Source: an optimization exercise on an open RTL-to-GDS flow (aim: small area and a short achievable clock period). Production flows keep margins and buffers that such runs may drop.
The RTL was checked by simulation tests, not by an equivalence proof against the original design.

==> run a <==
==> flow/design.v (excerpt) <==
module rv32i_cpu (
    input  wire        clk,
    input  wire        rst_n,
    input  wire        calc_start,
    input  wire [31:0] gcd_a,
    input  wire [31:0] gcd_b,
    output wire [31:0] gcd_result,
    output wire [31:0] imem_addr,
    input  wire [31:0] imem_data
);
    wire [31:0] instr = imem_data;
    wire [6:0]  opcode = instr[6:0];
    wire [4:0]  rd     = instr[11:7];
    wire [2:0]  f3     = instr[14:12];
    wire [4:0]  rs1    = instr[19:15];
    wire [4:0]  rs2    = instr[24:20];
    wire        f7sub  = (instr[31:25] == 7'b0100000);
    wire is_op   = (opcode == 7'b0110011);
    wire is_opi  = (opcode == 7'b0010011);
    wire is_load = (opcode == 7'b0000011);
    wire is_br   = (opcode == 7'b1100011);
    wire is_jal  = (opcode == 7'b1101111);
    wire is_jalr = (opcode == 7'b1100111);
    wire is_alu  = is_op | is_opi;
    wire [3:0] use_imm4;     
    wire reg_we  = is_alu | is_load | is_jal | is_jalr;
  ...
Settings: LEC_CHECK=0, CAP_MARGIN=20, CORE_MARGIN=2, CORE_UTILIZATION=30, PLACE_DENSITY=0.75, SETUP_SLACK_MARGIN=4.5, SLEW_MARGIN=20, SYNTH_HIERARCHICAL=1, TNS_END_PERCENT=10; clock period 10.0 ns.
standard.sh (not shown) runs the stock make flow with config.mk's settings and CLKGATE_MAP_FILE= SYNTH_SCRIPT=/design/flow/synth_recipe.tcl, a recipe that flattens the netlist after the stock synthesis.
==> flow/flow/run.sh <==
#!/bin/bash
# Layout flow: the standard synthesis, then every combinational cell is
# set to the smallest cell of its family (the synthesis maps many small
# hierarchical blocks and sizes their outputs for a generic load), then the
# standard flow from floorplan on, whose timing repair sizes cells up again
# where the timing needs it.  Port buffers are plain buffers.
set -euo pipefail
W=$(pwd)
bash standard.sh synth > "$W/log_synth.txt" 2>&1
ODB=$W/orfs/results/$FLOW_PLATFORM/rv32i_cpu/base/1_synth.odb
OR=$(command -v openroad || echo /OpenROAD-flow-scripts/tools/install/OpenROAD/bin/openroad)
ODB=$ODB "$OR" -no_splash -exit "$W/flow/downsize.tcl" > "$W/log_downsize.txt" 2>&1
# port buffers: a plain buffer (the default pick is a slow delay cell); the
# timing repair sizes them up where needed
bash standard.sh "BUFFER_PORTS_ARGS=-buffer_cell sky130_fd_sc_hd__buf_2" finish > "$W/log_finish.txt" 2>&1
==> flow/flow/downsize.tcl <==
# Set every combinational standard cell to the smallest cell of its family
# (same function and pins, drive strength suffix _N); at equal area take the
# stronger one.  Flip-flops keep the cell synthesis gave them.
# The read-select decoder (nets u_dec.*) drives the whole register file: its
# predecode gates get drive 4 and its final gates drive 2.
read_db $::env(ODB)
set db [ord::get_db]
set block [ord::get_db_block]
set n 0
proc out_net {inst} {
  foreach it [$inst getITerms] {
    if {[$it isOutputSignal] && [$it getNet] ne "NULL"} { return [[$it getNet] getName] }
  }
  return ""
}
foreach inst [$block getInsts] {
  set m [$inst getMaster]
  set name [$m getName]
  if {![regexp {^(sky130_fd_sc_hd__[a-z0-9]+)_([0-9]+)$} $name -> base sz]} { continue }
  if {[regexp {__(df|dl|sdf|edf|sedf|conb|tap|fill|decap|clk)} $base]} { continue }
  set want 0
  if {[string match "u_dec.*" [out_net $inst]]} {
    if {[regexp {__(nor2|nor3)$} $base]} { set want 2 } else { set want 4 }
  }
  set best ""
  set bw 0
  foreach s {0 1 2 3 4 6 8 12 16} {
    if {$s < $want} { continue }
    set c [$db findMaster "${base}_$s"]
    if {$c eq "NULL"} { continue }
    set w [$c getWidth]
    if {$best eq "" || $w < $bw || ($w == $bw && $s > [regsub {.*_} [$best getName] {}])} {
      set best $c
      set bw $w
    }
  }
  if {$best ne "" && $best ne $m} {
    $inst swapMaster $best
    incr n
  }
}
puts "downsize: swapped $n instances"
write_db $::env(ODB)
==> run b (differences from run a) <==
==> flow/flow/downsize.tcl (replaced) <==
# Set every combinational standard cell to the smallest cell of its family
# (same function and pins, drive strength suffix _N); at equal area take the
# stronger one.  Flip-flops keep the cell synthesis gave them.
read_db $::env(ODB)
set db [ord::get_db]
set block [ord::get_db_block]
set n 0
foreach inst [$block getInsts] {
  set m [$inst getMaster]
  set name [$m getName]
  if {![regexp {^(sky130_fd_sc_hd__[a-z0-9]+)_([0-9]+)$} $name -> base sz]} { continue }
  if {[regexp {__(df|dl|sdf|edf|sedf|conb|tap|fill|decap|clk)} $base]} { continue }
  set best $m
  set bw [$m getWidth]
  foreach s {0 1 2 3 4 6 8 12 16} {
    set c [$db findMaster "${base}_$s"]
    if {$c eq "NULL"} { continue }
    set w [$c getWidth]
    if {$w < $bw || ($w == $bw && $s > [regsub {.*_} [$best getName] {}])} {
      set best $c
      set bw $w
    }
  }
  if {$best ne $m} {
    $inst swapMaster $best
    incr n
  }
}
puts "downsize: swapped $n instances"
write_db $::env(ODB)
- PLACE_DENSITY: 0.75 -> unset
==> run c (differences from run a) <==
- PLACE_DENSITY: 0.75 -> unset
- SETUP_SLACK_MARGIN: 4.5 -> 3.5
==> comparison table <==
Metal3 WL: run b 33700 um; run a 34800 um; run c 29400 um
Result of the run: run b no timing/DRC/antenna violations; run a no timing/DRC/antenna violations; run c no timing/DRC/antenna violations
Total non-filler cell area in the finished layout: run b 69100 sq um; run a 69900 sq um; run c 66100 sq um
Detailed-route wire length per cell: run b 32.3 um; run a 32.0 um; run c 33.2 um
Crit. path cell count: run b 20; run a 20; run c 17
Tap cell instance count: run b 2355; run a 2480; run c 2480
Area of the die: run b 184000 sq um; run a 189000 sq um; run c 189000 sq um
Placed cell count: run b 7653; run a 7774; run c 7751
Clock buffer and inverter area fraction after layout: run b 5.22%; run a 5.17%; run c 5.33%
Number of global-route vias before repair: run b 48141; run a 48929; run c 47149
Worst path required time: run b 10.63 ns; run a 10.68 ns; run c 10.62 ns
Total routed wire length on the met1 layer: run b 95800 um; run a 92800 um; run c 102000 um
Share of the clock period used by the worst path after layout: run b 58.6%; run a 58.3%; run c 65.6%
Critical path arrival: run b 6.49 ns; run a 6.51 ns; run c 7.18 ns

-- re-timing with driven ports --
No port has a modelled driver above. Below, the same layouts with a new extraction and two added sets of constraints.
Step 1 (the two cells are an assumption about what drives the block):
set clk [get_ports {clk}]
set_driving_cell -lib_cell sky130_fd_sc_hd__clkbuf_16 $clk
set_driving_cell -lib_cell sky130_fd_sc_hd__buf_2 [delete_from_list [all_inputs] $clk]
Step 2, shift: input delay + t, output delay - t, t = (earliest + latest rising clock arrival at the registers) / 2. This alone moves slack from input paths to output paths.
Slacks: ideal ports / drivers / drivers and shift; pairs: ideal ports / drivers.
run	t (ns)	slack for setup (ns)	worst setup path at the end
run a	0.810	4.174 / 4.235 / 3.424	input to register
run b	0.841	4.142 / 4.181 / 3.340	input to register
run c	0.832	3.439 / 3.493 / 2.661	input to register
After both steps setup and hold are still met in every run listed. For run b, which loses most, drivers alone change the setup slack by +0.039 ns; drivers and shift together by -0.802 ns.
